What follows belongs to an exercise in optimizing a design on an open flow for small area, a short achievable clock period and few clock cycles per item; a production flow would make more cautious choices. The RTL was checked by simulation tests, not by an equivalence proof against the original design.

## flow/design.v (module list and top-level ports; edited modules follow where they fit)
// module full_adder: 10 lines
// module ntt_bfly: 956 lines
// module c_inv: 1 lines
// module c_buf: 1 lines
// module c_nand2: 1 lines
// module c_nor2: 1 lines
// module c_and2: 1 lines
// module c_or2: 1 lines
// module c_xor2: 1 lines
// module c_xnor2: 1 lines
// module c_a21o: 1 lines
// module c_o22ai: 1 lines
// module c_a22o: 1 lines
// module c_ha: 1 lines
module ntt_bfly (
    input clk,
    input rst,
    input in_valid,
    input inv,
    input sub,
    input [16:0] a,
    input [16:0] b,
    input [16:0] tf,
    output out_valid,
    output [16:0] p
    );
  // ...
==> flow/run.sh <==
#!/bin/bash
# synth_recipe.tcl (not shown) runs the flow's synth.tcl, then flattens the netlist and writes it again
# the make line also repeats each setting of config.mk as NAME=value (left out here)
make -C /OpenROAD-flow-scripts/flow DESIGN_CONFIG=/design/flow/config.mk WORK_HOME=/design/flow/orfs CLKGATE_MAP_FILE= SYNTH_SCRIPT=/design/flow/synth_recipe.tcl finish
==> flow/config.mk <==
export PLATFORM = sky130hd
export DESIGN_NAME = ntt_bfly
export DESIGN_NICKNAME = ntt_bfly
export VERILOG_FILES = /design/flow/design.v
export SDC_FILE = /design/flow/constraint.sdc
export NUM_CORES = 4
export LEC_CHECK = 0
export CAP_MARGIN = 20
export CORE_MARGIN = 2
export CORE_UTILIZATION = 40
export GPL_TIMING_DRIVEN = 0
export SLEW_MARGIN = 20
export SYNTH_HIERARCHICAL = 1
==> flow/constraint.sdc <==
create_clock -name core_clock -period 42.0 [get_ports {clk}]
set_input_delay 8.4000 -clock core_clock [delete_from_list [all_inputs] [get_ports {clk}]]
set_output_delay 8.4000 -clock core_clock [all_outputs]
set_load 0.01 [all_outputs]
==> report_table.html, run 1 <==
<table>
<tr><th>Metric</th><th>Value</th></tr>
<tr><th colspan="2">Outcome</th></tr>
<tr><td>Run status</td><td>complete, no violations</td></tr>
<tr><th colspan="2">Final layout</th></tr>
<tr><td>Proportion of layout cells with a drive suffix above 1</td><td>5.40%</td></tr>
<tr><td>Sequential cell area</td><td>about 1400 um2</td></tr>
<tr><td>Final Instance Area</td><td>11200 um2</td></tr>
<tr><td>Number of signal-net buffers in the layout</td><td>109</td></tr>
<tr><td>Multi-input gate area in the final layout</td><td>7920 um2</td></tr>
<tr><td>Fraction of standard cell area in multi-input logic</td><td>70.9%</td></tr>
<tr><td>Area-dominant class</td><td>multi-input combinational cells</td></tr>
<tr><td>Commonest non-fill, non-tap cell in the layout</td><td>xor2_1</td></tr>
<tr><th colspan="2">Detailed routing</th></tr>
<tr><td>Number of iterations in the first detailed-routing pass</td><td>7</td></tr>
<tr><th colspan="2">Placement</th></tr>
<tr><td>Half-perimeter wire length of the detailed placement result</td><td>20900 um</td></tr>
<tr><th colspan="2">Clock tree</th></tr>
<tr><td>Setup Fix Bufs, Post-CTS</td><td>0</td></tr>
<tr><td>Clock sinks</td><td>a little over 70</td></tr>
<tr><th colspan="2">Logic synthesis</th></tr>
<tr><td>Largest family of logic cells by synthesized area</td><td>adder cells</td></tr>
<tr><td>Unique masters post-synth</td><td>16</td></tr>
<tr><td>Top-count cell post-synth</td><td>xor2_1</td></tr>
<tr><td>Top cells by area, synth</td><td>fa_1 (30%), xor2_1 (16%), dfxtp_1 (15%)</td></tr>
<tr><th colspan="2">Floorplanning</th></tr>
<tr><td>Vertical extent of the die</td><td>about 160 um</td></tr>
<tr><td>Width of the chip</td><td>159 um</td></tr>
<tr><th colspan="2">STA</th></tr>
<tr><td>Fin. max-slew vios</td><td>0</td></tr>
<tr><th colspan="2">Worst setup path</th></tr>
<tr><td>Capturing instance or port of the critical path</td><td>p[4]</td></tr>
<tr><td>Kind of launch point of the worst setup path</td><td>flop</td></tr>
<tr><td>Endpoint type of the worst setup path</td><td>primary output</td></tr>
</table>
Testbench counts, summed over its fixed seeds: cycles 24,008, items 24,000.
==> run 2, diff against run 1 <==
==> flow/flow/run.sh (new file) <==
#!/bin/bash
# Own flow: the standard layout (standard.sh: the standard synthesis and
# steps), except the cells that buffer_ports puts on the ports: buf_2 on each
# output (hook before global placement), buf_1 on each input.  Every port
# still gets a buffer of its own.
set -euo pipefail
here=$(pwd)
printf 'buffer_ports -outputs -buffer_cell sky130_fd_sc_hd__buf_2\n' > "$here/buffer_outputs.tcl"
export PRE_GLOBAL_PLACE_TCL="$here/buffer_outputs.tcl"
export BUFFER_PORTS_ARGS="-inputs -buffer_cell sky130_fd_sc_hd__buf_1"
bash standard.sh finish > standard_make.log 2>&1
==> flow/standard.sh (new file) <==
#!/bin/bash
# synth_recipe.tcl (not shown) runs the flow's synth.tcl, then flattens the netlist and writes it again
# the make line also repeats each setting of config.mk as NAME=value (left out here)
make -C /OpenROAD-flow-scripts/flow DESIGN_CONFIG=/design/flow/config.mk WORK_HOME=/design/flow/orfs CLKGATE_MAP_FILE= SYNTH_SCRIPT=/design/flow/synth_recipe.tcl "${@:-finish}"
removed: flow/run.sh
==> run 2 against run 1 <==
Still clean. Die area stayed put. Critical path depth unchanged. Area after synthesis unchanged. Clock skew is 0.0041 ns higher. Synthesized cell count unchanged. Sequential cell count is the same. Register-to-register slack improved by 0.04 ns. Setup slack better by 0.43 ns. Core utilization is 2.0 points lower. Global-route usage rose by 0.12 points. Routed wire length down 0.42%. Critical path type unchanged. Highest routed layer unchanged.
==> report_table.html, run 2 <==
<table>
<tr><th>Metric</th><th>Value</th></tr>
<tr><th colspan="2">Outcome</th></tr>
<tr><td>Run status</td><td>complete, no violations (unchanged)</td></tr>
<tr><th colspan="2">Floorplanning</th></tr>
<tr><td>Vertical extent of the die</td><td>159 um (unchanged)</td></tr>
<tr><td>Die Outline Area</td><td>25400 um2 (unchanged)</td></tr>
<tr><td>Width of the chip</td><td>159 um (unchanged)</td></tr>
<tr><td>Area of the placeable core</td><td>23500 um2 (unchanged)</td></tr>
<tr><td>Number of ports placed on the die boundary</td><td>74 (unchanged)</td></tr>
<tr><td>Starting density of the core</td><td>40.9% (unchanged)</td></tr>
<tr><td>Number of placement rows</td><td>56 (unchanged)</td></tr>
<tr><th colspan="2">Worst hold path</th></tr>
<tr><td>Tightest Hold Check Type</td><td>reg -&gt; reg (unchanged)</td></tr>
<tr><td>End point of the most critical hold path</td><td>v1$_SDFF_PP0_ (unchanged)</td></tr>
<tr><td>Startpoint of the tightest hold check path</td><td>v0$_SDFF_PP0_ (unchanged)</td></tr>
<tr><td>Depth of the worst hold-timing path</td><td>1 (unchanged)</td></tr>
<tr><th colspan="2">Worst setup path</th></tr>
<tr><td>Cell type of the slowest stage on the worst timing path</td><td>dfxtp_1 (was clkdlybuf4s50_1)</td></tr>
<tr><td>R2r endpoint</td><td>p_q[15]$_DFF_P_ (unchanged)</td></tr>
<tr><td>Endpoint type of the worst setup path</td><td>primary output (unchanged)</td></tr>
<tr><td>Crit-path max FO</td><td>1 (unchanged)</td></tr>
<tr><td>Buf/Inv on CP</td><td>1 (unchanged)</td></tr>
<tr><td>Cell Chain, Critical Path</td><td>buf_2 (was clkdlybuf4s50_1)</td></tr>
<tr><td>Slowest stage delay, CP</td><td>0.29 ns (was 0.53 ns)</td></tr>
<tr><td>Worst setup path class</td><td>reg -&gt; out (unchanged)</td></tr>
<tr><td>Kind of launch point of the worst setup path</td><td>flop (unchanged)</td></tr>
<tr><td>Reg-to-Reg Start</td><td>a_q[16]$_DFF_P_ (unchanged)</td></tr>
<tr><td>Dominant delay contributor by cell family on the critical path</td><td>flip-flops (was buffers and inverters)</td></tr>
<tr><td>Crit path DAT</td><td>0.77 ns (was 1.20 ns)</td></tr>
<tr><td>Reg-to-reg slack, setup</td><td>33.94 ns (was 33.90 ns)</td></tr>
<tr><td>CP required</td><td>33.60 ns (about the same)</td></tr>
<tr><td>Number of cell instances on the worst register-to-register path</td><td>26 (was 28)</td></tr>
<tr><th colspan="2">Clock tree</th></tr>
<tr><td>Clock sinks</td><td>72 (unchanged)</td></tr>
<tr><td>Cts repair resizes</td><td>0 (unchanged)</td></tr>
<tr><td>Deepest clock path buffer count</td><td>2 (unchanged)</td></tr>
<tr><td>Total clock buffers created by CTS</td><td>9 (unchanged)</td></tr>
<tr><td>Insertion delay of the later-clocked pin in the worst-skew pair</td><td>0.36 ns (was 0.35 ns)</td></tr>
<tr><td>Clock tree from TritonCTS</td><td>built (unchanged)</td></tr>
<tr><td>Max H-tree Level</td><td>3 (unchanged)</td></tr>
<tr><td>Post-cts hold buffer count</td><td>0 (unchanged)</td></tr>
<tr><td>Setup Fix Bufs, Post-CTS</td><td>0 (unchanged)</td></tr>
<tr><td>Master cell of the clock root buffer</td><td>clkbuf_16 (unchanged)</td></tr>
<tr><td>Clk pin slew, worst setup/hold paths</td><td>0.06 ns (was 0.07 ns)</td></tr>
<tr><th colspan="2">STA</th></tr>
<tr><td>Maximum frequency from static timing analysis</td><td>109 MHz (was 104 MHz)</td></tr>
<tr><td>Slew headroom</td><td>19.5% (was 18.3%)</td></tr>
<tr><td>Fin. max-slew vios</td><td>0 (unchanged)</td></tr>
<tr><td>Worst clock skew on the final layout</td><td>0.0166 ns (was 0.0125 ns)</td></tr>
<tr><td>Slew at the pin with the worst max-slew slack</td><td>1.20 ns (was 1.22 ns)</td></tr>
<tr><td>Setup repair after global routing missed its margin</td><td>false (unchanged)</td></tr>
<tr><td>Min setup slack post-route</td><td>32.83 ns (was 32.40 ns)</td></tr>
<tr><td>Count of endpoints failing setup in the final report</td><td>0 (unchanged)</td></tr>
<tr><td>Hold Vio Cnt, Final</td><td>0 (unchanged)</td></tr>
<tr><td>Period minus WS final</td><td>9.17 ns (was 9.60 ns)</td></tr>
<tr><td>Sum of negative setup slack</td><td>0 ns (unchanged)</td></tr>
<tr><td>Final worst-path cycle share</td><td>21.8% (was 22.9%)</td></tr>
<tr><th colspan="2">Logic synthesis</th></tr>
<tr><td>Cell type contributing the most total cell area after synthesis</td><td>fa_1 (unchanged)</td></tr>
<tr><td>Compound-gate portion of the synthesized area</td><td>15.9% (unchanged)</td></tr>
<tr><td>Most common flop cell mapped by yosys</td><td>dfxtp_1 (unchanged)</td></tr>
<tr><td>Portion of netlist area occupied by mux cells</td><td>0% (unchanged)</td></tr>
<tr><td>XOR/XNOR Fraction of Synth Area</td><td>22.3% (unchanged)</td></tr>
<tr><td>Async set-or-reset flop fraction in the synthesized netlist</td><td>0% (unchanged)</td></tr>
<tr><td>Share of Yosys cell area claimed by the top area cell type</td><td>30.1% (unchanged)</td></tr>
<tr><td>Adder-Cell Fraction of Synth Area</td><td>33.6% (unchanged)</td></tr>
<tr><td>EDFF count, synth</td><td>0 (unchanged)</td></tr>
<tr><td>Seq cells post-synth</td><td>72 (unchanged)</td></tr>
<tr><td>Synth Area in Simple Gates</td><td>9.63% (unchanged)</td></tr>
<tr><td>Commonest cells in the netlist</td><td>xor2_1 (172), o22ai_1 (160), fa_1 (145), nor2_1 (98), xnor2_1 (73) (unchanged)</td></tr>
<tr><td>Top-count cell post-synth</td><td>xor2_1 (unchanged)</td></tr>
<tr><td>Yosys warns</td><td>7 (unchanged)</td></tr>
<tr><td>Summed instance area of the synthesized netlist</td><td>9640 um2 (unchanged)</td></tr>
<tr><td>Largest family of logic cells by synthesized area</td><td>adder cells (unchanged)</td></tr>
<tr><td>Part of the Yosys area used for sequential elements</td><td>15.0% (unchanged)</td></tr>
<tr><td>Top cells by area, synth</td><td>fa_1 (30%), xor2_1 (16%), dfxtp_1 (15%) (unchanged)</td></tr>
<tr><td>Post-synthesis cell count</td><td>978 (unchanged)</td></tr>
<tr><td>Unique masters post-synth</td><td>16 (unchanged)</td></tr>
<tr><td>Average cell area after synthesis</td><td>9.86 um2 (unchanged)</td></tr>
<tr><th colspan="2">Detailed routing</th></tr>
<tr><td>Vias per inst</td><td>5.50 (was 5.51)</td></tr>
<tr><td>Average wire length per cell after detail routing</td><td>20.0 um (about the same)</td></tr>
<tr><td>Vias after detailed routing</td><td>7665 (was 7678)</td></tr>
<tr><td>Number of iterations in the first detailed-routing pass</td><td>8 (was 7)</td></tr>
<tr><td>Number of remaining DRC errors</td><td>0 (unchanged)</td></tr>
<tr><td>Violation count after the first detailed-routing iteration</td><td>985 (was 731)</td></tr>
<tr><td>Wirelength, routed</td><td>27800 um (was 27900 um)</td></tr>
<tr><td>Count of antenna-violating nets left after detailed routing</td><td>0 (unchanged)</td></tr>
<tr><th colspan="2">Placement</th></tr>
<tr><td>Worst setup slack before clock tree synthesis</td><td>33.20 ns (was 32.76 ns)</td></tr>
<tr><td>Half-perimeter wire length of the detailed placement result</td><td>20500 um (was 20900 um)</td></tr>
<tr><td>Inst Count DP</td><td>1377 (unchanged)</td></tr>
<tr><td>Last weighted congestion value of the routability-driven placer</td><td>0.946 (was 0.922)</td></tr>
<tr><td>Count of input and output buffers</td><td>73 (unchanged)</td></tr>
<tr><th colspan="2">Final layout</th></tr>
<tr><td>Proportion of layout cells with a drive suffix above 1</td><td>7.17% (was 5.40%)</td></tr>
<tr><td>Non-filler cells, final</td><td>1393 (unchanged)</td></tr>
<tr><td>Post-synthesis to final-layout area growth</td><td>11.2% (was 15.9%)</td></tr>
<tr><td>Commonest non-fill, non-tap cell in the layout</td><td>xor2_1 (unchanged)</td></tr>
<tr><td>Net count of the finished layout</td><td>1297 (unchanged)</td></tr>
<tr><td>Commonest cells after routing, fill and taps aside</td><td>xor2_1 (167), o22ai_1 (160), fa_1 (145) (was xor2_1 (166), o22ai_1 (160), fa_1 (145))</td></tr>
<tr><td>Final antenna diode count</td><td>0 (unchanged)</td></tr>
<tr><th colspan="2">Global routing</th></tr>
<tr><td>Total global routing overflow</td><td>0 (unchanged)</td></tr>
<tr><td>Pin count of the biggest net entering global routing</td><td>20 (unchanged)</td></tr>
<tr><td>Overall global routing resource usage</td><td>22.4% (was 22.3%)</td></tr>
<tr><td>Number of antenna violations at the first check in global routing</td><td>0 (unchanged)</td></tr>
<tr><td>Number of global-route vias before repair</td><td>7905 (was 7662)</td></tr>
<tr><td>Global-route wire length before repair</td><td>44300 um (was 43800 um)</td></tr>
<tr><th colspan="2">Run</th></tr>
<tr><td>Max-cap violations</td><td>0 (unchanged)</td></tr>
</table>
==> run 2: cell counts after synthesis <==
Identical to the previous run, type by type.
==> run 2: through the flow <==
| step | hold slack (ns) | cell area, um2 | util, % |
|---|---|---|---|
| after CTS | 0.448 | 10700 | 45.4 |
| final | 0.444 | 10700 | 45.5 |
| after floorplan | 0.414 | 9660 | - |
| after global placement | 0.419 | 10400 | 44.0 |
| after global routing | 0.491 | 10700 | 45.5 |
| after detailed placement | 0.427 | 10400 | 44.1 |
==> run 2: worst max path at each step <==
stage               slack (ns)             from  cells after the start         to
global placement         33.19  p_q[15]$_DFF_P_                      1      p[15]
floorplan                33.27    v1$_SDFF_PP0_                      0  out_valid
finish                   32.83   p_q[5]$_DFF_P_                      1       p[5]
global route             32.77  p_q[15]$_DFF_P_                      1      p[15]
detailed placement       33.20  p_q[15]$_DFF_P_                      1      p[15]
CTS                      32.81  p_q[15]$_DFF_P_                      1      p[15]
==> run 2: cells by family (layout without fill, tap and decap cells) <==
kind of cell	Yosys count	count (layout)
adder cells (fa/ha/maj)	172	172
AO/OA/AOI/OAI	231	231
flip-flops	72	72
AND/OR/NAND/NOR	200	200
XOR/XNOR	245	245
other	1	7
buffers and inverters	57	147
==> run 2: Yosys stat by module (local to each module, per instance), excerpt <==
module / cell area [um2] / copies in the design
c_and2: 6.26 / 40
ntt_bfly: 1460 / 1
c_xnor2: 8.76 / 73
c_o22ai: 6.26 / 160
c_nand2: 3.75 / 31
c_inv: 3.75 / 22
c_ha: 12.5 / 27
c_buf: 7.51 / 35
c_a22o: 8.76 / 1
==> run 2: per-layer routing <==
layer | routed length [um] | vias up | GRT usage, % | share of wire [%]
met3 | 3060 | 88 | 4.95 | 11
met5 | 0 | - | 0 | 0
met2 | 12400 | 472 | 34.5 | 44
met4 | 998 | 0 | 10.2 | 3.6
li1 | - | 3494 | - | -
met1 | 11400 | 3611 | 30.1 | 41
==> run 2: layout make-up <==
| class | count | area (um2) |
|---|---|---|
| Sequential cell | 72 | 1440 |
| Fill cell | 2319 | 12800 |
| Tap cell | 319 | 399 |
| Buffer | 35 | 263 |
| Multi-Input combinational cell | 855 | 7920 |
| Clock inverter | 6 | 66.3 |
| Timing Repair Buffer | 74 | 308 |
| Inverter | 22 | 82.6 |
| Clock buffer | 10 | 239 |
==> run 3, diff against run 2 <==
--- a/flow/config.mk
+++ b/flow/config.mk
@@ -10,2 +10,3 @@
 export CORE_UTILIZATION = 40
+export CTS_BUF_LIST = sky130_fd_sc_hd__clkbuf_4 sky130_fd_sc_hd__clkbuf_8
 export GPL_TIMING_DRIVEN = 0
==> run 3 against run 2 <==
Still clean on timing, DRC and antenna. Via count is 1.6% higher. Die area unchanged. Critical path depth is the same. Register-to-register slack got worse by 0.03 ns. Final cell count unchanged. Count of clock-buffer cells in the layout unchanged. Clock skew grew 0.0087 ns. Maximum frequency is 0.35% lower. Sequential cell count is the same. Largest cell class unchanged.
==> report_table.html, run 3 <==
<table>
<tr><th>Metric</th><th>Value</th></tr>
<tr><th colspan="2">Worst setup path</th></tr>
<tr><td>Start point of the critical path</td><td>p_q[5]$_DFF_P_ (unchanged)</td></tr>
<tr><td>CP required</td><td>33.60 ns (about the same)</td></tr>
<tr><td>Number of cells on the critical path</td><td>1 (unchanged)</td></tr>
<tr><td>Kind of launch point of the worst setup path</td><td>flop (unchanged)</td></tr>
<tr><td>Slowest stage delay, CP</td><td>0.30 ns (was 0.29 ns)</td></tr>
<tr><td>Reg-to-Reg Start</td><td>a_q[16]$_DFF_P_ (unchanged)</td></tr>
<tr><td>Cell type of the slowest stage on the worst timing path</td><td>dfxtp_1 (unchanged)</td></tr>
<tr><td>Crit path DAT</td><td>0.80 ns (was 0.77 ns)</td></tr>
<tr><td>Crit-path max FO</td><td>1 (unchanged)</td></tr>
<tr><td>Cell Chain, Critical Path</td><td>buf_2 (unchanged)</td></tr>
<tr><td>Buf/Inv on CP</td><td>1 (unchanged)</td></tr>
<tr><td>Dominant delay contributor by cell family on the critical path</td><td>flip-flops (unchanged)</td></tr>
<tr><td>Number of cell instances on the worst register-to-register path</td><td>26 (unchanged)</td></tr>
<tr><td>R2r endpoint</td><td>p_q[15]$_DFF_P_ (unchanged)</td></tr>
<tr><td>Capturing instance or port of the critical path</td><td>p[5] (unchanged)</td></tr>
<tr><td>Reg-to-reg slack, setup</td><td>33.91 ns (was 33.94 ns)</td></tr>
<tr><td>Endpoint type of the worst setup path</td><td>primary output (unchanged)</td></tr>
<tr><td>Worst setup path class</td><td>reg -&gt; out (unchanged)</td></tr>
<tr><th colspan="2">Run</th></tr>
<tr><td>Max-cap violations</td><td>0 (unchanged)</td></tr>
<tr><th colspan="2">Floorplanning</th></tr>
<tr><td>Die Outline Area</td><td>25400 um2 (unchanged)</td></tr>
<tr><td>Number of placement rows</td><td>56 (unchanged)</td></tr>
<tr><td>Starting density of the core</td><td>40.9% (unchanged)</td></tr>
<tr><td>Number of ports placed on the die boundary</td><td>74 (unchanged)</td></tr>
<tr><td>Area of the placeable core</td><td>23500 um2 (unchanged)</td></tr>
<tr><td>Width of the chip</td><td>159 um (unchanged)</td></tr>
<tr><td>Vertical extent of the die</td><td>159 um (unchanged)</td></tr>
<tr><th colspan="2">Final layout</th></tr>
<tr><td>Proportion of layout cells with a drive suffix above 1</td><td>7.08% (was 7.17%)</td></tr>
<tr><td>Fillers</td><td>2329 (was 2319)</td></tr>
<tr><td>Commonest non-fill, non-tap cell in the layout</td><td>xor2_1 (unchanged)</td></tr>
<tr><td>Multi-input gate area in the final layout</td><td>7910 um2 (was 7920 um2)</td></tr>
<tr><td>Post-synthesis to final-layout area growth</td><td>10.0% (was 11.2%)</td></tr>
<tr><td>Sequential cell area</td><td>1440 um2 (unchanged)</td></tr>
<tr><td>Commonest cells after routing, fill and taps aside</td><td>xor2_1 (168), o22ai_1 (160), fa_1 (145) (was xor2_1 (167), o22ai_1 (160), fa_1 (145))</td></tr>
<tr><td>Final antenna diode count</td><td>0 (unchanged)</td></tr>
<tr><td>Net count of the finished layout</td><td>1297 (unchanged)</td></tr>
<tr><th colspan="2">Logic synthesis</th></tr>
<tr><td>Share of Yosys cell area claimed by the top area cell type</td><td>30.1% (unchanged)</td></tr>
<tr><td>Part of the Yosys area used for sequential elements</td><td>15.0% (unchanged)</td></tr>
<tr><td>Largest family of logic cells by synthesized area</td><td>adder cells (unchanged)</td></tr>
<tr><td>Average cell area after synthesis</td><td>9.86 um2 (unchanged)</td></tr>
<tr><td>Synth Area in Simple Gates</td><td>9.63% (unchanged)</td></tr>
<tr><td>Async set-or-reset flop fraction in the synthesized netlist</td><td>0% (unchanged)</td></tr>
<tr><td>Yosys warns</td><td>7 (unchanged)</td></tr>
<tr><td>Top-count cell post-synth</td><td>xor2_1 (unchanged)</td></tr>
<tr><td>Commonest cells in the netlist</td><td>xor2_1 (172), o22ai_1 (160), fa_1 (145), nor2_1 (98), xnor2_1 (73) (unchanged)</td></tr>
<tr><td>XOR/XNOR Fraction of Synth Area</td><td>22.3% (unchanged)</td></tr>
<tr><td>Seq cells post-synth</td><td>72 (unchanged)</td></tr>
<tr><td>Unique masters post-synth</td><td>16 (unchanged)</td></tr>
<tr><td>Post-synthesis cell count</td><td>978 (unchanged)</td></tr>
<tr><td>Portion of netlist area occupied by mux cells</td><td>0% (unchanged)</td></tr>
<tr><td>Most common flop cell mapped by yosys</td><td>dfxtp_1 (unchanged)</td></tr>
<tr><td>Cell type contributing the most total cell area after synthesis</td><td>fa_1 (unchanged)</td></tr>
<tr><td>Summed instance area of the synthesized netlist</td><td>9640 um2 (unchanged)</td></tr>
<tr><td>Adder-Cell Fraction of Synth Area</td><td>33.6% (unchanged)</td></tr>
<tr><td>EDFF count, synth</td><td>0 (unchanged)</td></tr>
<tr><td>Top cells by area, synth</td><td>fa_1 (30%), xor2_1 (16%), dfxtp_1 (15%) (unchanged)</td></tr>
<tr><td>Compound-gate portion of the synthesized area</td><td>15.9% (unchanged)</td></tr>
<tr><th colspan="2">Global routing</th></tr>
<tr><td>Number of global-route vias before repair</td><td>7907 (was 7905)</td></tr>
<tr><td>Global-route wire length before repair</td><td>44200 um (was 44300 um)</td></tr>
<tr><td>Number of antenna violations at the first check in global routing</td><td>0 (unchanged)</td></tr>
<tr><td>Pin count of the biggest net entering global routing</td><td>20 (unchanged)</td></tr>
<tr><td>Total global routing overflow</td><td>0 (unchanged)</td></tr>
<tr><td>Overall global routing resource usage</td><td>22.3% (was 22.4%)</td></tr>
<tr><th colspan="2">Clock tree</th></tr>
<tr><td>Master cell of the clock root buffer</td><td>clkbuf_8 (was clkbuf_16)</td></tr>
<tr><td>Deepest clock path buffer count</td><td>2 (unchanged)</td></tr>
<tr><td>Setup Fix Bufs, Post-CTS</td><td>0 (unchanged)</td></tr>
<tr><td>Total clock buffers created by CTS</td><td>9 (unchanged)</td></tr>
<tr><td>Clock sinks</td><td>72 (unchanged)</td></tr>
<tr><td>Insertion delay of the later-clocked pin in the worst-skew pair</td><td>0.39 ns (was 0.36 ns)</td></tr>
<tr><td>Post-cts hold buffer count</td><td>0 (unchanged)</td></tr>
<tr><td>Clk pin slew, worst setup/hold paths</td><td>0.09 ns (was 0.06 ns)</td></tr>
<tr><td>Clock tree from TritonCTS</td><td>built (unchanged)</td></tr>
<tr><td>Cts repair resizes</td><td>0 (unchanged)</td></tr>
<tr><td>Max H-tree Level</td><td>3 (unchanged)</td></tr>
<tr><th colspan="2">STA</th></tr>
<tr><td>Hold Vio Cnt, Final</td><td>0 (unchanged)</td></tr>
<tr><td>Maximum frequency from static timing analysis</td><td>109 MHz (about the same)</td></tr>
<tr><td>Final worst-path cycle share</td><td>21.9% (was 21.8%)</td></tr>
<tr><td>Worst clock skew on the final layout</td><td>0.0253 ns (was 0.0166 ns)</td></tr>
<tr><td>Sum of negative setup slack</td><td>0 ns (unchanged)</td></tr>
<tr><td>Count of endpoints failing setup in the final report</td><td>0 (unchanged)</td></tr>
<tr><td>Slew headroom</td><td>18.5% (was 19.5%)</td></tr>
<tr><td>Hold slack final</td><td>0.450 ns (was 0.444 ns)</td></tr>
<tr><td>Setup repair after global routing missed its margin</td><td>false (unchanged)</td></tr>
<tr><td>Slew at the pin with the worst max-slew slack</td><td>1.22 ns (was 1.20 ns)</td></tr>
<tr><td>Min setup slack post-route</td><td>32.80 ns (was 32.83 ns)</td></tr>
<tr><td>Fin. max-slew vios</td><td>0 (unchanged)</td></tr>
<tr><td>Period minus WS final</td><td>9.20 ns (was 9.17 ns)</td></tr>
<tr><th colspan="2">Detailed routing</th></tr>
<tr><td>Vias after detailed routing</td><td>7787 (was 7665)</td></tr>
<tr><td>Vias per inst</td><td>5.59 (was 5.50)</td></tr>
<tr><td>Wirelength, routed</td><td>27900 um (was 27800 um)</td></tr>
<tr><td>Number of iterations in the first detailed-routing pass</td><td>5 (was 8)</td></tr>
<tr><td>Count of antenna-violating nets left after detailed routing</td><td>0 (unchanged)</td></tr>
<tr><td>Number of remaining DRC errors</td><td>0 (unchanged)</td></tr>
<tr><td>Violation count after the first detailed-routing iteration</td><td>942 (was 985)</td></tr>
<tr><td>Average wire length per cell after detail routing</td><td>20.0 um (about the same)</td></tr>
<tr><th colspan="2">Outcome</th></tr>
<tr><td>Run status</td><td>complete, no violations (unchanged)</td></tr>
<tr><th colspan="2">Worst hold path</th></tr>
<tr><td>Startpoint of the tightest hold check path</td><td>v0$_SDFF_PP0_ (unchanged)</td></tr>
<tr><td>Tightest Hold Check Type</td><td>reg -&gt; reg (unchanged)</td></tr>
<tr><td>Depth of the worst hold-timing path</td><td>1 (unchanged)</td></tr>
<tr><th colspan="2">Placement</th></tr>
<tr><td>Count of input and output buffers</td><td>73 (unchanged)</td></tr>
<tr><td>Worst setup slack before clock tree synthesis</td><td>33.20 ns (unchanged)</td></tr>
<tr><td>Half-perimeter wire length of the detailed placement result</td><td>20500 um (unchanged)</td></tr>
<tr><td>Last weighted congestion value of the routability-driven placer</td><td>0.946 (unchanged)</td></tr>
</table>
## run 3: cell counts after synthesis
No cell type changed its count.
## run 3: cell type report
cell class / count / share of cell area, %
multi-input cells: 855 / 74.6
clock inverters: 6 / 0.625
inverters: 22 / 0.778
flip-flops and latches: 72 / 13.6
repair buffers: 74 / 2.90
well taps: 319 / 3.76
plain buffers: 35 / 2.48
clock buffers: 10 / 1.30
## run 3: stage by stage
stage	cell area, um2	utilization, %	cells
after floorplan	9660	-	984
after global placement	10400	44.0	1376
after detailed placement	10400	44.1	1377
after CTS	10600	45.0	1393
after global routing	10600	45.1	1393
final	10600	45.1	1393
## run 3: logic make-up (layout without fill, tap and decap cells)
family,Yosys count,after routing
xor gates and xnor gates,245,245
DFF,72,72
other,1,7
and+or+nand+nor,200,200
AOI/OAI and AO/OA,231,231
adders and majority gates,172,172
buffers and inverters,57,147
## run 3: per-module statistics from Yosys, one instance, submodules excluded, a selection
module / cells inside / flops+latches
c_inv: 1 / 0
c_or2: 1 / 0
c_buf: 1 / 0
c_a21o: 1 / 0
c_and2: 1 / 0
c_nor2: 1 / 0
## run 3: worst min-delay path by stage
stage / endpoint / slack, ns
after floorplan: v1$_SDFF_PP0_ / 0.41
after global placement: v1$_SDFF_PP0_ / 0.42
after detailed placement: v1$_SDFF_PP0_ / 0.43
after CTS: v1$_SDFF_PP0_ / 0.45
after global routing: v1$_SDFF_PP0_ / 0.50
final: v1$_SDFF_PP0_ / 0.45
## run 3: routing by layer
layer  share of wire (%)  GRT usage, %  vias to the layer above  wire length, um
li1                    -             -                     3484                -
met1                  40          29.7                     3700            11300
met2                  45          34.9                      510            12500
met3                  11          4.95                       93             3140
met4                 3.5          9.59                        0              965
met5                   0             0                        -                0
==> run 4, diff against run 3 <==
==> flow/flow/run.sh (replaced) <==
#!/bin/bash
# Own flow: the standard layout (standard.sh: the standard synthesis and
# steps), except:
#  - the cells that buffer_ports puts on the ports: buf_2 on each output
#    (hook before global placement), buf_1 on each input.  Every port still
#    gets a buffer of its own.
#  - clock tree synthesis without dummy load cells.
set -euo pipefail
here=$(pwd)
printf 'buffer_ports -outputs -buffer_cell sky130_fd_sc_hd__buf_2\n' > "$here/buffer_outputs.tcl"
export PRE_GLOBAL_PLACE_TCL="$here/buffer_outputs.tcl"
export BUFFER_PORTS_ARGS="-inputs -buffer_cell sky130_fd_sc_hd__buf_1"
export CTS_ARGS="-sink_clustering_enable -repair_clock_nets -dont_use_dummy_load"
bash standard.sh finish > standard_make.log 2>&1
--- a/flow/config.mk
+++ b/flow/config.mk
@@ -10,3 +10,2 @@
 export CORE_UTILIZATION = 40
-export CTS_BUF_LIST = sky130_fd_sc_hd__clkbuf_4 sky130_fd_sc_hd__clkbuf_8
 export GPL_TIMING_DRIVEN = 0
==> run 4 against run 3 <==
Design area rose by 0.13%. Final cell count decreased by 0.50%. Critical path depth unchanged. Clock skew down 0.013 ns. Count of clock-buffer cells in the layout fell by 1. Still clean on timing, DRC and antenna. Hold slack worse by 0.0015 ns. Core utilization rose by 0.059 points. Sequential share of layout area is essentially flat.
==> report_table.html, run 4 <==
<table>
<tr><th>Metric</th><th>Value</th></tr>
<tr><th colspan="2">Worst setup path</th></tr>
<tr><td>Kind of launch point of the worst setup path</td><td>flop (unchanged)</td></tr>
<tr><td>Endpoint type of the worst setup path</td><td>primary output (unchanged)</td></tr>
<tr><td>Cell Chain, Critical Path</td><td>buf_2 (unchanged)</td></tr>
<tr><td>Slowest stage delay, CP</td><td>0.29 ns (was 0.30 ns)</td></tr>
<tr><td>Start point of the critical path</td><td>v1$_SDFF_PP0_ (was p_q[5]$_DFF_P_)</td></tr>
<tr><td>Crit path DAT</td><td>0.76 ns (was 0.80 ns)</td></tr>
<tr><td>Dominant delay contributor by cell family on the critical path</td><td>flip-flops (unchanged)</td></tr>
<tr><td>Reg-to-Reg Start</td><td>a_q[16]$_DFF_P_ (unchanged)</td></tr>
<tr><td>Worst setup path class</td><td>reg -&gt; out (unchanged)</td></tr>
<tr><td>Cell type of the slowest stage on the worst timing path</td><td>dfxtp_1 (unchanged)</td></tr>
<tr><td>Number of cell instances on the worst register-to-register path</td><td>25 (was 26)</td></tr>
<tr><td>Crit-path max FO</td><td>1 (unchanged)</td></tr>
<tr><td>Number of cells on the critical path</td><td>1 (unchanged)</td></tr>
<tr><td>CP required</td><td>33.60 ns (about the same)</td></tr>
<tr><td>Buf/Inv on CP</td><td>1 (unchanged)</td></tr>
<tr><th colspan="2">Clock tree</th></tr>
<tr><td>Cts repair resizes</td><td>0 (unchanged)</td></tr>
<tr><td>Total clock buffers created by CTS</td><td>9 (unchanged)</td></tr>
<tr><td>Setup Fix Bufs, Post-CTS</td><td>0 (unchanged)</td></tr>
<tr><td>Post-cts hold buffer count</td><td>0 (unchanged)</td></tr>
<tr><td>Max H-tree Level</td><td>3 (unchanged)</td></tr>
<tr><td>Deepest clock path buffer count</td><td>2 (unchanged)</td></tr>
<tr><td>Clock tree from TritonCTS</td><td>built (unchanged)</td></tr>
<tr><td>Clock sinks</td><td>72 (unchanged)</td></tr>
<tr><td>Clk pin slew, worst setup/hold paths</td><td>0.06 ns (was 0.09 ns)</td></tr>
<tr><td>Insertion delay of the later-clocked pin in the worst-skew pair</td><td>0.35 ns (was 0.39 ns)</td></tr>
<tr><td>Master cell of the clock root buffer</td><td>clkbuf_16 (was clkbuf_8)</td></tr>
<tr><th colspan="2">Floorplanning</th></tr>
<tr><td>Width of the chip</td><td>159 um (unchanged)</td></tr>
<tr><td>Number of ports placed on the die boundary</td><td>74 (unchanged)</td></tr>
<tr><td>Starting density of the core</td><td>40.9% (unchanged)</td></tr>
<tr><td>Area of the placeable core</td><td>23500 um2 (unchanged)</td></tr>
<tr><td>Vertical extent of the die</td><td>159 um (unchanged)</td></tr>
<tr><td>Number of placement rows</td><td>56 (unchanged)</td></tr>
<tr><td>Die Outline Area</td><td>25400 um2 (unchanged)</td></tr>
<tr><th colspan="2">Worst hold path</th></tr>
<tr><td>Depth of the worst hold-timing path</td><td>1 (unchanged)</td></tr>
<tr><td>Startpoint of the tightest hold check path</td><td>v0$_SDFF_PP0_ (unchanged)</td></tr>
<tr><td>Tightest Hold Check Type</td><td>reg -&gt; reg (unchanged)</td></tr>
<tr><th colspan="2">Logic synthesis</th></tr>
<tr><td>Cell type contributing the most total cell area after synthesis</td><td>fa_1 (unchanged)</td></tr>
<tr><td>Yosys warns</td><td>7 (unchanged)</td></tr>
<tr><td>Share of Yosys cell area claimed by the top area cell type</td><td>30.1% (unchanged)</td></tr>
<tr><td>Commonest cells in the netlist</td><td>xor2_1 (172), o22ai_1 (160), fa_1 (145), nor2_1 (98), xnor2_1 (73) (unchanged)</td></tr>
<tr><td>EDFF count, synth</td><td>0 (unchanged)</td></tr>
<tr><td>Average cell area after synthesis</td><td>9.86 um2 (unchanged)</td></tr>
<tr><td>Most common flop cell mapped by yosys</td><td>dfxtp_1 (unchanged)</td></tr>
<tr><td>Summed instance area of the synthesized netlist</td><td>9640 um2 (unchanged)</td></tr>
<tr><td>Top-count cell post-synth</td><td>xor2_1 (unchanged)</td></tr>
<tr><td>Async set-or-reset flop fraction in the synthesized netlist</td><td>0% (unchanged)</td></tr>
<tr><td>Top cells by area, synth</td><td>fa_1 (30%), xor2_1 (16%), dfxtp_1 (15%) (unchanged)</td></tr>
<tr><td>Post-synthesis cell count</td><td>978 (unchanged)</td></tr>
<tr><td>Seq cells post-synth</td><td>72 (unchanged)</td></tr>
<tr><td>Part of the Yosys area used for sequential elements</td><td>15.0% (unchanged)</td></tr>
<tr><td>Unique masters post-synth</td><td>16 (unchanged)</td></tr>
<tr><th colspan="2">Detailed routing</th></tr>
<tr><td>Wirelength, routed</td><td>27600 um (was 27900 um)</td></tr>
<tr><td>Length of routed met3 wiring</td><td>2890 um (was 3140 um)</td></tr>
<tr><td>Violation count after the first detailed-routing iteration</td><td>888 (was 942)</td></tr>
<tr><td>Top layer used by detailed routing</td><td>met4 (unchanged)</td></tr>
<tr><td>Number of remaining DRC errors</td><td>0 (unchanged)</td></tr>
<tr><td>Number of iterations in the first detailed-routing pass</td><td>5 (unchanged)</td></tr>
<tr><td>Count of antenna-violating nets left after detailed routing</td><td>0 (unchanged)</td></tr>
<tr><td>Metal-1 WL</td><td>11500 um (was 11300 um)</td></tr>
<tr><td>Vias after detailed routing</td><td>7619 (was 7787)</td></tr>
<tr><td>Average wire length per cell after detail routing</td><td>19.9 um (was 20.0 um)</td></tr>
<tr><td>Vias per inst</td><td>5.50 (was 5.59)</td></tr>
<tr><td>Met2 routed wirelength</td><td>12200 um (was 12500 um)</td></tr>
<tr><th colspan="2">STA</th></tr>
<tr><td>Final worst-path cycle share</td><td>21.8% (was 21.9%)</td></tr>
<tr><td>Sum of negative setup slack</td><td>0 ns (unchanged)</td></tr>
<tr><td>Setup repair after global routing missed its margin</td><td>false (unchanged)</td></tr>
<tr><td>Slew at the pin with the worst max-slew slack</td><td>1.22 ns (about the same)</td></tr>
<tr><td>Fin. max-slew vios</td><td>0 (unchanged)</td></tr>
<tr><td>Slew headroom</td><td>18.1% (was 18.5%)</td></tr>
<tr><td>Maximum frequency from static timing analysis</td><td>109 MHz (about the same)</td></tr>
<tr><td>Hold Vio Cnt, Final</td><td>0 (unchanged)</td></tr>
<tr><td>Hold slack final</td><td>0.449 ns (was 0.450 ns)</td></tr>
<tr><td>Count of endpoints failing setup in the final report</td><td>0 (unchanged)</td></tr>
<tr><td>Worst clock skew on the final layout</td><td>0.0127 ns (was 0.0253 ns)</td></tr>
<tr><td>Period minus WS final</td><td>9.16 ns (was 9.20 ns)</td></tr>
<tr><th colspan="2">Global routing</th></tr>
<tr><td>Number of global-route vias before repair</td><td>7867 (was 7907)</td></tr>
<tr><td>Number of antenna violations at the first check in global routing</td><td>0 (unchanged)</td></tr>
<tr><td>Global-route wire length before repair</td><td>43900 um (was 44200 um)</td></tr>
<tr><td>Pin count of the biggest net entering global routing</td><td>20 (unchanged)</td></tr>
<tr><td>Total global routing overflow</td><td>0 (unchanged)</td></tr>
<tr><td>Overall global routing resource usage</td><td>22.2% (was 22.3%)</td></tr>
<tr><th colspan="2">Placement</th></tr>
<tr><td>Count of input and output buffers</td><td>73 (unchanged)</td></tr>
<tr><td>Half-perimeter wire length of the detailed placement result</td><td>20500 um (unchanged)</td></tr>
<tr><td>Inst Count DP</td><td>1377 (unchanged)</td></tr>
<tr><td>Post-DP Area</td><td>10400 um2 (unchanged)</td></tr>
<tr><td>Last weighted congestion value of the routability-driven placer</td><td>0.946 (unchanged)</td></tr>
<tr><th colspan="2">Final layout</th></tr>
<tr><td>Final Instance Area</td><td>10600 um2 (about the same)</td></tr>
<tr><td>Final antenna diode count</td><td>0 (unchanged)</td></tr>
<tr><td>Commonest non-fill, non-tap cell in the layout</td><td>xor2_1 (unchanged)</td></tr>
<tr><td>Commonest cells after routing, fill and taps aside</td><td>xor2_1 (169), o22ai_1 (160), fa_1 (145) (was xor2_1 (168), o22ai_1 (160), fa_1 (145))</td></tr>
<tr><td>Non-filler cells, final</td><td>1386 (was 1393)</td></tr>
<tr><td>Proportion of layout cells with a drive suffix above 1</td><td>6.37% (was 7.08%)</td></tr>
<tr><td>Net count of the finished layout</td><td>1297 (unchanged)</td></tr>
<tr><td>Post-synthesis to final-layout area growth</td><td>10.2% (was 10.0%)</td></tr>
<tr><th colspan="2">Outcome</th></tr>
<tr><td>Run status</td><td>complete, no violations (unchanged)</td></tr>
<tr><th colspan="2">Run</th></tr>
<tr><td>Max-cap violations</td><td>0 (unchanged)</td></tr>
</table>
run 4: cell counts after synthesis:
No cell type changed its count.
run 4: worst paths after layout:
| path | end | slack, ns |
|---|---|---|
| worst max-delay path | out_valid | 32.84 |
| worst min-delay path | v1$_SDFF_PP0_ | 0.45 |
| worst max register to register | p_q[15]$_DFF_P_ | 33.94 |
| worst min register to register | v1$_SDFF_PP0_ | 0.45 |
run 4: per-stage QoR:
stage,setup WS (ns),util (%)
floorplan,33.27,-
global placement,33.19,44.0
detailed placement,33.20,44.1
CTS,32.83,45.0
global route,32.79,45.1
finish,32.84,45.1
run 4: kinds of logic after synthesis:
group                      after synthesis  share of synthesized area [%]
xor gates and xnor gates               245                           22.3
and+or+nand+nor                        200                           9.63
buffers and inverters                   57                           3.58
DFF                                     72                           15.0
adders and majority gates              172                           33.6
other                                    1                         0.0389
AOI/OAI and AO/OA                      231                           15.9
run 4: area by class of cell:
cell class | instances | area, um2
repair buffers | 74 | 308
plain buffers | 35 | 263
multi-input cells | 855 | 7900
inverters | 22 | 82.6
fillers | 2328 | 12900
well taps | 319 | 399
flip-flops and latches | 72 | 1440
clock buffers | 9 | 225
run 4: Yosys stat by module (local to each module, per instance), a selection:
module / flops+latches / times used / cells
c_nand2: 0 / 31 / 1
c_inv: 0 / 22 / 1
c_xnor2: 0 / 73 / 1
c_xor2: 0 / 172 / 1
c_nor2: 0 / 98 / 1
c_o22ai: 0 / 160 / 1
c_ha: 0 / 27 / 1
c_and2: 0 / 40 / 1
ntt_bfly: 72 / 1 / 75
c_or2: 0 / 29 / 1
run 4: metal layers:
layer  global-route usage (%)  vias to the layer above
li1                         -                     3481
met1                     30.0                     3587
met2                     34.1                      458
met3                     4.69                       93
met4                     10.3                        0
met5                        0                        -
==> run 5, diff against run 4 <==
--- a/flow/flow/run.sh
+++ b/flow/flow/run.sh
@@ -12,3 +12,3 @@
 export BUFFER_PORTS_ARGS="-inputs -buffer_cell sky130_fd_sc_hd__buf_1"
-export CTS_ARGS="-sink_clustering_enable -repair_clock_nets -dont_use_dummy_load"
+export CTS_ARGS="-sink_clustering_enable -repair_clock_nets -dont_use_dummy_load -buf_list sky130_fd_sc_hd__clkbuf_8 -sink_clustering_size 24 -sink_clustering_max_diameter 200"
 bash standard.sh finish > standard_make.log 2>&1
==> run 5 against run 4 <==
Die area is the same. Global-route usage is essentially flat. Sequential cell count is the same. Hold slack gained 0.00094 ns. Via count grew 0.97%. Routed wire length grew 0.51%. Synthesized cell count is the same. Non-clock buffer count is the same. Sequential share of layout area grew 0.13 points. Core utilization shrank 0.42 points.
==> report_table.html, run 5 <==
<table>
<tr><th>Metric</th><th>Value</th></tr>
<tr><th colspan="2">Outcome</th></tr>
<tr><td>Run status</td><td>complete, no violations (unchanged)</td></tr>
<tr><th colspan="2">Floorplanning</th></tr>
<tr><td>Vertical extent of the die</td><td>159 um (unchanged)</td></tr>
<tr><td>Number of ports placed on the die boundary</td><td>74 (unchanged)</td></tr>
<tr><td>Area of the placeable core</td><td>23500 um2 (unchanged)</td></tr>
<tr><td>Width of the chip</td><td>159 um (unchanged)</td></tr>
<tr><td>Die Outline Area</td><td>25400 um2 (unchanged)</td></tr>
<tr><td>Number of placement rows</td><td>56 (unchanged)</td></tr>
<tr><td>Starting density of the core</td><td>40.9% (unchanged)</td></tr>
<tr><th colspan="2">Clock tree</th></tr>
<tr><td>Clock tree from TritonCTS</td><td>built (unchanged)</td></tr>
<tr><td>Total clock buffers created by CTS</td><td>9 (unchanged)</td></tr>
<tr><td>Post-cts hold buffer count</td><td>0 (unchanged)</td></tr>
<tr><td>Master cell of the clock root buffer</td><td>clkbuf_8 (was clkbuf_16)</td></tr>
<tr><td>Cts repair resizes</td><td>0 (unchanged)</td></tr>
<tr><td>Clock sinks</td><td>72 (unchanged)</td></tr>
<tr><td>Max H-tree Level</td><td>3 (unchanged)</td></tr>
<tr><td>Insertion delay of the later-clocked pin in the worst-skew pair</td><td>0.38 ns (was 0.35 ns)</td></tr>
<tr><td>Setup Fix Bufs, Post-CTS</td><td>0 (unchanged)</td></tr>
<tr><td>Clk pin slew, worst setup/hold paths</td><td>0.08 ns (was 0.06 ns)</td></tr>
<tr><td>Deepest clock path buffer count</td><td>2 (unchanged)</td></tr>
<tr><th colspan="2">Global routing</th></tr>
<tr><td>Number of global-route vias before repair</td><td>7877 (was 7867)</td></tr>
<tr><td>Number of antenna violations at the first check in global routing</td><td>1 (was 0)</td></tr>
<tr><td>Global-route wire length before repair</td><td>44000 um (was 43900 um)</td></tr>
<tr><td>Pin count of the biggest net entering global routing</td><td>20 (unchanged)</td></tr>
<tr><td>Overall global routing resource usage</td><td>22.2% (about the same)</td></tr>
<tr><td>Total global routing overflow</td><td>0 (unchanged)</td></tr>
<tr><th colspan="2">Placement</th></tr>
<tr><td>Last weighted congestion value of the routability-driven placer</td><td>0.946 (unchanged)</td></tr>
<tr><td>Worst setup slack before clock tree synthesis</td><td>33.20 ns (unchanged)</td></tr>
<tr><td>Count of input and output buffers</td><td>73 (unchanged)</td></tr>
<tr><td>Post-DP Area</td><td>10400 um2 (unchanged)</td></tr>
<tr><td>Half-perimeter wire length of the detailed placement result</td><td>20500 um (unchanged)</td></tr>
<tr><th colspan="2">Detailed routing</th></tr>
<tr><td>Vias per inst</td><td>5.55 (was 5.50)</td></tr>
<tr><td>Number of iterations in the first detailed-routing pass</td><td>8 (was 5)</td></tr>
<tr><td>Average wire length per cell after detail routing</td><td>20.0 um (was 19.9 um)</td></tr>
<tr><td>Vias after detailed routing</td><td>7693 (was 7619)</td></tr>
<tr><td>Top layer used by detailed routing</td><td>met4 (unchanged)</td></tr>
<tr><td>Violation count after the first detailed-routing iteration</td><td>921 (was 888)</td></tr>
<tr><td>Number of remaining DRC errors</td><td>0 (unchanged)</td></tr>
<tr><td>Metal-1 WL</td><td>11300 um (was 11500 um)</td></tr>
<tr><td>Count of antenna-violating nets left after detailed routing</td><td>0 (unchanged)</td></tr>
<tr><td>Length of routed met3 wiring</td><td>3090 um (was 2890 um)</td></tr>
<tr><td>Met2 routed wirelength</td><td>12300 um (was 12200 um)</td></tr>
<tr><td>Wirelength, routed</td><td>27700 um (was 27600 um)</td></tr>
<tr><th colspan="2">STA</th></tr>
<tr><td>Sum of negative setup slack</td><td>0 ns (unchanged)</td></tr>
<tr><td>Setup repair after global routing missed its margin</td><td>false (unchanged)</td></tr>
<tr><td>Maximum frequency from static timing analysis</td><td>109 MHz (about the same)</td></tr>
<tr><td>Slew at the pin with the worst max-slew slack</td><td>1.25 ns (was 1.22 ns)</td></tr>
<tr><td>Fin. max-slew vios</td><td>0 (unchanged)</td></tr>
<tr><td>Worst clock skew on the final layout</td><td>0.0237 ns (was 0.0127 ns)</td></tr>
<tr><td>Min setup slack post-route</td><td>32.81 ns (was 32.84 ns)</td></tr>
<tr><td>Hold slack final</td><td>0.450 ns (was 0.449 ns)</td></tr>
<tr><td>Period minus WS final</td><td>9.19 ns (was 9.16 ns)</td></tr>
<tr><td>Hold Vio Cnt, Final</td><td>0 (unchanged)</td></tr>
<tr><td>Slew headroom</td><td>16.1% (was 18.1%)</td></tr>
<tr><td>Count of endpoints failing setup in the final report</td><td>0 (unchanged)</td></tr>
<tr><td>Final worst-path cycle share</td><td>21.9% (was 21.8%)</td></tr>
<tr><th colspan="2">Worst hold path</th></tr>
<tr><td>Startpoint of the tightest hold check path</td><td>v0$_SDFF_PP0_ (unchanged)</td></tr>
<tr><td>Depth of the worst hold-timing path</td><td>1 (unchanged)</td></tr>
<tr><td>End point of the most critical hold path</td><td>v1$_SDFF_PP0_ (unchanged)</td></tr>
<tr><td>Tightest Hold Check Type</td><td>reg -&gt; reg (unchanged)</td></tr>
<tr><th colspan="2">Worst setup path</th></tr>
<tr><td>Cell type of the slowest stage on the worst timing path</td><td>dfxtp_1 (unchanged)</td></tr>
<tr><td>R2r endpoint</td><td>p_q[15]$_DFF_P_ (unchanged)</td></tr>
<tr><td>Cell Chain, Critical Path</td><td>buf_2 (unchanged)</td></tr>
<tr><td>CP required</td><td>33.60 ns (about the same)</td></tr>
<tr><td>Crit path DAT</td><td>0.79 ns (was 0.76 ns)</td></tr>
<tr><td>Dominant delay contributor by cell family on the critical path</td><td>flip-flops (unchanged)</td></tr>
<tr><td>Buf/Inv on CP</td><td>1 (unchanged)</td></tr>
<tr><td>Slowest stage delay, CP</td><td>0.30 ns (was 0.29 ns)</td></tr>
<tr><td>Kind of launch point of the worst setup path</td><td>flop (unchanged)</td></tr>
<tr><td>Crit-path max FO</td><td>1 (unchanged)</td></tr>
<tr><td>Endpoint type of the worst setup path</td><td>primary output (unchanged)</td></tr>
<tr><td>Reg-to-Reg Start</td><td>a_q[16]$_DFF_P_ (unchanged)</td></tr>
<tr><td>Worst setup path class</td><td>reg -&gt; out (unchanged)</td></tr>
<tr><td>Reg-to-reg slack, setup</td><td>33.93 ns (was 33.94 ns)</td></tr>
<tr><td>Number of cell instances on the worst register-to-register path</td><td>25 (unchanged)</td></tr>
<tr><th colspan="2">Final layout</th></tr>
<tr><td>Net count of the finished layout</td><td>1297 (unchanged)</td></tr>
<tr><td>Post-synthesis to final-layout area growth</td><td>9.16% (was 10.2%)</td></tr>
<tr><td>Commonest non-fill, non-tap cell in the layout</td><td>xor2_1 (unchanged)</td></tr>
<tr><td>Commonest cells after routing, fill and taps aside</td><td>xor2_1 (169), o22ai_1 (160), fa_1 (145) (unchanged)</td></tr>
<tr><td>Proportion of layout cells with a drive suffix above 1</td><td>6.37% (unchanged)</td></tr>
<tr><td>Fillers</td><td>2333 (was 2328)</td></tr>
<tr><td>Final Instance Area</td><td>10500 um2 (was 10600 um2)</td></tr>
<tr><th colspan="2">Logic synthesis</th></tr>
<tr><td>Cell type contributing the most total cell area after synthesis</td><td>fa_1 (unchanged)</td></tr>
<tr><td>EDFF count, synth</td><td>0 (unchanged)</td></tr>
<tr><td>Top cells by area, synth</td><td>fa_1 (30%), xor2_1 (16%), dfxtp_1 (15%) (unchanged)</td></tr>
<tr><td>Seq cells post-synth</td><td>72 (unchanged)</td></tr>
<tr><td>Commonest cells in the netlist</td><td>xor2_1 (172), o22ai_1 (160), fa_1 (145), nor2_1 (98), xnor2_1 (73) (unchanged)</td></tr>
<tr><td>Yosys warns</td><td>7 (unchanged)</td></tr>
<tr><td>Share of Yosys cell area claimed by the top area cell type</td><td>30.1% (unchanged)</td></tr>
<tr><td>Summed instance area of the synthesized netlist</td><td>9640 um2 (unchanged)</td></tr>
<tr><td>Async set-or-reset flop fraction in the synthesized netlist</td><td>0% (unchanged)</td></tr>
<tr><td>Unique masters post-synth</td><td>16 (unchanged)</td></tr>
<tr><td>Part of the Yosys area used for sequential elements</td><td>15.0% (unchanged)</td></tr>
<tr><td>Top-count cell post-synth</td><td>xor2_1 (unchanged)</td></tr>
<tr><td>Most common flop cell mapped by yosys</td><td>dfxtp_1 (unchanged)</td></tr>
<tr><td>Average cell area after synthesis</td><td>9.86 um2 (unchanged)</td></tr>
<tr><td>Post-synthesis cell count</td><td>978 (unchanged)</td></tr>
<tr><th colspan="2">Run</th></tr>
<tr><td>Max-cap violations</td><td>0 (unchanged)</td></tr>
</table>
run 5: through the flow:
step	utilization (%)	std cells
after floorplan	-	984
after global placement	44.0	1376
after detailed placement	44.1	1377
after CTS	44.6	1386
after global routing	44.7	1386
final	44.7	1387
run 5: cell type report:
class	instances	area, um2	area share (%)
Buffer	35	263	2.50
Antenna cell	1	2.50	0.0238
Clock buffer	9	124	1.18
Sequential cell	72	1440	13.7
Tap cell	319	399	3.79
Timing Repair Buffer	74	308	2.92
Multi-Input combinational cell	855	7900	75.1
Inverter	22	82.6	0.785
run 5: Yosys stat by module (local to each module, per instance), excerpt:
| module | area, um2 | cells inside | times used | flops+latches |
|---|---|---|---|---|
| c_o22ai | 6.26 | 1 | 160 | 0 |
| ntt_bfly | 1460 | 75 | 1 | 72 |
| full_adder | 20.0 | 1 | 145 | 0 |
| c_or2 | 6.26 | 1 | 29 | 0 |
| c_inv | 3.75 | 1 | 22 | 0 |
| c_a22o | 8.76 | 1 | 1 | 0 |
| c_a21o | 7.51 | 1 | 70 | 0 |
| c_xor2 | 8.76 | 1 | 172 | 0 |
| c_buf | 7.51 | 1 | 35 | 0 |
run 5: per-layer routing:
layer  up-vias  global-route usage [%]
met3       100                    5.21
met2       487                    34.2
li1       3479                       -
met4         0                    9.88
met5         -                       0
met1      3627                    29.7
run 5: how the worst max path moves through the flow:
stage	start	to	cells after the start
floorplan	v1$_SDFF_PP0_	out_valid	0
global placement	p_q[15]$_DFF_P_	p[15]	1
detailed placement	p_q[15]$_DFF_P_	p[15]	1
CTS	v1$_SDFF_PP0_	out_valid	1
global route	p_q[15]$_DFF_P_	p[15]	1
finish	v1$_SDFF_PP0_	out_valid	1
run 5: kinds of logic (layout without fill, tap and decap cells):
| logic type | after synthesis | after routing | share of synthesized area (%) |
|---|---|---|---|
| compound gates | 231 | 231 | 15.9 |
| xor+xnor | 245 | 245 | 22.3 |
| fa+ha+maj | 172 | 172 | 33.6 |
| buf+inv | 57 | 140 | 3.58 |
| flops | 72 | 72 | 15.0 |
| other cells | 1 | 8 | 0.0389 |
| simple gates | 200 | 200 | 9.63 |
run 5: worst reg2reg max path, cell delays in order (launching register included):
cell     delay [ns]
dfxtp_1        0.74
nor2_1         0.16
xor2_1         0.17
nor2_1         0.11
ha_1           0.26
a21o_1         0.23
xor2_1         0.33
xor2_1         0.11
buf_4          0.26
fa_1           0.44
fa_1           0.59
fa_1           0.46
fa_1           0.53
fa_1           0.55
fa_1           0.45
fa_1           0.44
fa_1           0.38
ha_1           0.33
and2_1         0.18
and2_1         0.15
a21o_1         0.24
a21o_1         0.21
a21o_1         0.17
a21o_1         0.15
a21o_1         0.15
xor2_1         0.15
==> run 6, diff against run 5 <==
==> flow/flow/run.sh (replaced) <==
#!/bin/bash
# Own flow: the standard layout (standard.sh, unchanged synthesis and
# steps), except that the ports get buf_2 buffers instead of the cell that
# buffer_ports picks by default.  Every port still gets its own buffer.
set -euo pipefail
export BUFFER_PORTS_ARGS="-buffer_cell sky130_fd_sc_hd__buf_2"
bash standard.sh finish > standard_make.log 2>&1
==> run 6 against run 5 <==
Still clean on timing, DRC and antenna. Count of clock-buffer cells in the layout up 1. Maximum frequency up 0.29%. Sequential cell count unchanged.
==> report_table.html, run 6 <==
<table>
<tr><th>Metric</th><th>Value</th></tr>
<tr><th colspan="2">Clock tree</th></tr>
<tr><td>Insertion delay of the later-clocked pin in the worst-skew pair</td><td>0.35 ns (was 0.38 ns)</td></tr>
<tr><td>Clock tree from TritonCTS</td><td>built (unchanged)</td></tr>
<tr><td>Setup Fix Bufs, Post-CTS</td><td>0 (unchanged)</td></tr>
<tr><td>Clk pin slew, worst setup/hold paths</td><td>0.07 ns (was 0.08 ns)</td></tr>
<tr><td>Master cell of the clock root buffer</td><td>clkbuf_16 (was clkbuf_8)</td></tr>
<tr><td>Total clock buffers created by CTS</td><td>9 (unchanged)</td></tr>
<tr><td>Max H-tree Level</td><td>3 (unchanged)</td></tr>
<tr><td>Post-cts hold buffer count</td><td>0 (unchanged)</td></tr>
<tr><td>Clock sinks</td><td>72 (unchanged)</td></tr>
<tr><td>Deepest clock path buffer count</td><td>2 (unchanged)</td></tr>
<tr><th colspan="2">Floorplanning</th></tr>
<tr><td>Number of placement rows</td><td>56 (unchanged)</td></tr>
<tr><td>Area of the placeable core</td><td>23500 um2 (unchanged)</td></tr>
<tr><td>Number of ports placed on the die boundary</td><td>74 (unchanged)</td></tr>
<tr><td>Die Outline Area</td><td>25400 um2 (unchanged)</td></tr>
<tr><td>Vertical extent of the die</td><td>159 um (unchanged)</td></tr>
<tr><td>Width of the chip</td><td>159 um (unchanged)</td></tr>
<tr><td>Starting density of the core</td><td>40.9% (unchanged)</td></tr>
<tr><th colspan="2">STA</th></tr>
<tr><td>Count of endpoints failing setup in the final report</td><td>0 (unchanged)</td></tr>
<tr><td>Hold slack final</td><td>0.451 ns (was 0.450 ns)</td></tr>
<tr><td>Slew headroom</td><td>17.8% (was 16.1%)</td></tr>
<tr><td>Maximum frequency from static timing analysis</td><td>109 MHz (about the same)</td></tr>
<tr><td>Fin. max-slew vios</td><td>0 (unchanged)</td></tr>
<tr><td>Min setup slack post-route</td><td>32.84 ns (was 32.81 ns)</td></tr>
<tr><td>Slew at the pin with the worst max-slew slack</td><td>1.23 ns (was 1.25 ns)</td></tr>
<tr><td>Hold Vio Cnt, Final</td><td>0 (unchanged)</td></tr>
<tr><th colspan="2">Final layout</th></tr>
<tr><td>Commonest cells after routing, fill and taps aside</td><td>xor2_1 (171), o22ai_1 (160), fa_1 (145) (was xor2_1 (169), o22ai_1 (160), fa_1 (145))</td></tr>
<tr><td>Final antenna diode count</td><td>0 (was 1)</td></tr>
<tr><td>Post-layout util</td><td>45.9% (was 44.7%)</td></tr>
<tr><th colspan="2">Logic synthesis</th></tr>
<tr><td>Seq cells post-synth</td><td>72 (unchanged)</td></tr>
<tr><td>Average cell area after synthesis</td><td>9.86 um2 (unchanged)</td></tr>
<tr><td>Portion of netlist area occupied by mux cells</td><td>0% (unchanged)</td></tr>
<tr><td>Summed instance area of the synthesized netlist</td><td>9640 um2 (unchanged)</td></tr>
<tr><td>Part of the Yosys area used for sequential elements</td><td>15.0% (unchanged)</td></tr>
<tr><td>XOR/XNOR Fraction of Synth Area</td><td>22.3% (unchanged)</td></tr>
<tr><td>Compound-gate portion of the synthesized area</td><td>15.9% (unchanged)</td></tr>
<tr><td>Unique masters post-synth</td><td>16 (unchanged)</td></tr>
<tr><td>Async set-or-reset flop fraction in the synthesized netlist</td><td>0% (unchanged)</td></tr>
<tr><td>Yosys warns</td><td>7 (unchanged)</td></tr>
<tr><td>Post-synthesis cell count</td><td>978 (unchanged)</td></tr>
<tr><td>Commonest cells in the netlist</td><td>xor2_1 (172), o22ai_1 (160), fa_1 (145), nor2_1 (98), xnor2_1 (73) (unchanged)</td></tr>
<tr><th colspan="2">Placement</th></tr>
<tr><td>Count of input and output buffers</td><td>73 (unchanged)</td></tr>
<tr><td>Half-perimeter wire length of the detailed placement result</td><td>20500 um (about the same)</td></tr>
<tr><td>Worst setup slack before clock tree synthesis</td><td>33.20 ns (unchanged)</td></tr>
<tr><th colspan="2">Global routing</th></tr>
<tr><td>Number of global-route vias before repair</td><td>7695 (was 7877)</td></tr>
<tr><td>Total global routing overflow</td><td>0 (unchanged)</td></tr>
<tr><td>Global-route wire length before repair</td><td>43600 um (was 44000 um)</td></tr>
<tr><td>Overall global routing resource usage</td><td>22.0% (was 22.2%)</td></tr>
<tr><td>Number of antenna violations at the first check in global routing</td><td>0 (was 1)</td></tr>
<tr><td>Pin count of the biggest net entering global routing</td><td>20 (unchanged)</td></tr>
<tr><th colspan="2">Worst setup path</th></tr>
<tr><td>Cell type of the slowest stage on the worst timing path</td><td>dfxtp_1 (unchanged)</td></tr>
<tr><td>Buf/Inv on CP</td><td>1 (unchanged)</td></tr>
<tr><td>Endpoint type of the worst setup path</td><td>primary output (unchanged)</td></tr>
<tr><td>Cell Chain, Critical Path</td><td>buf_2 (unchanged)</td></tr>
<tr><td>Crit path DAT</td><td>0.76 ns (was 0.79 ns)</td></tr>
<tr><td>CP required</td><td>33.60 ns (about the same)</td></tr>
<tr><td>Slowest stage delay, CP</td><td>0.31 ns (was 0.30 ns)</td></tr>
<tr><td>Dominant delay contributor by cell family on the critical path</td><td>flip-flops (unchanged)</td></tr>
<tr><td>Worst setup path class</td><td>reg -&gt; out (unchanged)</td></tr>
<tr><th colspan="2">Detailed routing</th></tr>
<tr><td>Number of remaining DRC errors</td><td>0 (unchanged)</td></tr>
<tr><td>Vias after detailed routing</td><td>7747 (was 7693)</td></tr>
<tr><td>Wirelength, routed</td><td>27700 um (about the same)</td></tr>
<tr><td>Vias per inst</td><td>5.56 (was 5.55)</td></tr>
<tr><td>Violation count after the first detailed-routing iteration</td><td>841 (was 921)</td></tr>
<tr><th colspan="2">Outcome</th></tr>
<tr><td>Run status</td><td>complete, no violations (unchanged)</td></tr>
<tr><th colspan="2">Run</th></tr>
<tr><td>Max-cap violations</td><td>0 (unchanged)</td></tr>
</table>
-- run 6: logic make-up (layout without fill, tap and decap cells) --
kind of cell / count (synthesis) / after routing
xor gates and xnor gates: 245 / 245
buffers and inverters: 57 / 147
other: 1 / 7
and+or+nand+nor: 200 / 200
adders and majority gates: 172 / 172
DFF: 72 / 72
AOI/OAI and AO/OA: 231 / 231
-- run 6: per-layer routing --
metal | global-route usage, % | share of wire [%] | routed length [um] | up-vias
li1 | - | - | - | 3491
met1 | 29.7 | 41 | 11300 | 3645
met2 | 34.1 | 44 | 12100 | 507
met3 | 5.57 | 12 | 3330 | 104
met4 | 8.43 | 3.4 | 945 | 0
met5 | 0 | 0 | 0 | -
-- run 6: through the flow --
stage                     instances  area (um2)
final                          1393       10800
after global routing           1393       10800
after CTS                      1393       10800
after detailed placement       1377       10400
after global placement         1376       10400
after floorplan                 984        9660
-- run 6: cell type report --
| type | count | area [um2] |
|---|---|---|
| Fill cell | 2308 | 12700 |
| Buffer | 35 | 263 |
| Clock inverter | 6 | 115 |
| Inverter | 22 | 82.6 |
| Tap cell | 319 | 399 |
| Multi-Input combinational cell | 855 | 7890 |
| Timing Repair Buffer | 74 | 380 |
| Sequential cell | 72 | 1440 |
| Clock buffer | 10 | 229 |
-- run 6: Yosys stat by module (local to each module, per instance), excerpt --
module | flops+latches | cells
c_inv | 0 | 1
c_xnor2 | 0 | 1
ntt_bfly | 72 | 75
c_and2 | 0 | 1
c_ha | 0 | 1
c_buf | 0 | 1
c_or2 | 0 | 1
c_a21o | 0 | 1
c_nand2 | 0 | 1
-- run 6: worst paths after layout --
kind,from,end,slack [ns],cells after the start
max,p_q[13]$_DFF_P_,p[13],32.84,1
min,v0$_SDFF_PP0_,v1$_SDFF_PP0_,0.45,1
max reg2reg,tf_q[1]$_DFF_P_,p_q[15]$_DFF_P_,33.86,25
min reg2reg,v0$_SDFF_PP0_,v1$_SDFF_PP0_,0.45,1

==> what the ideal ports hide <==
The flow's constraints put no driver on any port. The routed layouts listed below were extracted and timed again, unchanged, in two steps.
Step 1 assumes that a clkbuf_16 drives the clock port and a buf_2 every other input.
Step 2 adds t to the input delays and takes it off the output delays; t is the mean of the earliest and latest rising clock arrival at the registers after step 1. Input paths then give back, and output paths get back, about the clock's delay inside the block.
Slacks: ideal / step 1 / step 2; pairs: ideal / step 1.
run	shift t [ns]	setup WS [ns]	clock arrival spread, ns
run 1	0.390	32.403 / 32.354 / 32.744	0.012 / 0.012
run 2	0.399	32.829 / 32.783 / 33.182	0.017 / 0.016
run 3	0.416	32.797 / 32.755 / 33.172	0.025 / 0.025
run 4	0.387	32.844 / 32.797 / 33.184	0.012 / 0.013
run 5	0.405	32.811 / 32.770 / 33.175	0.024 / 0.024
run 6	0.387	32.837 / 32.791 / 33.178	0.018 / 0.018
After both steps every run listed still meets setup and hold.
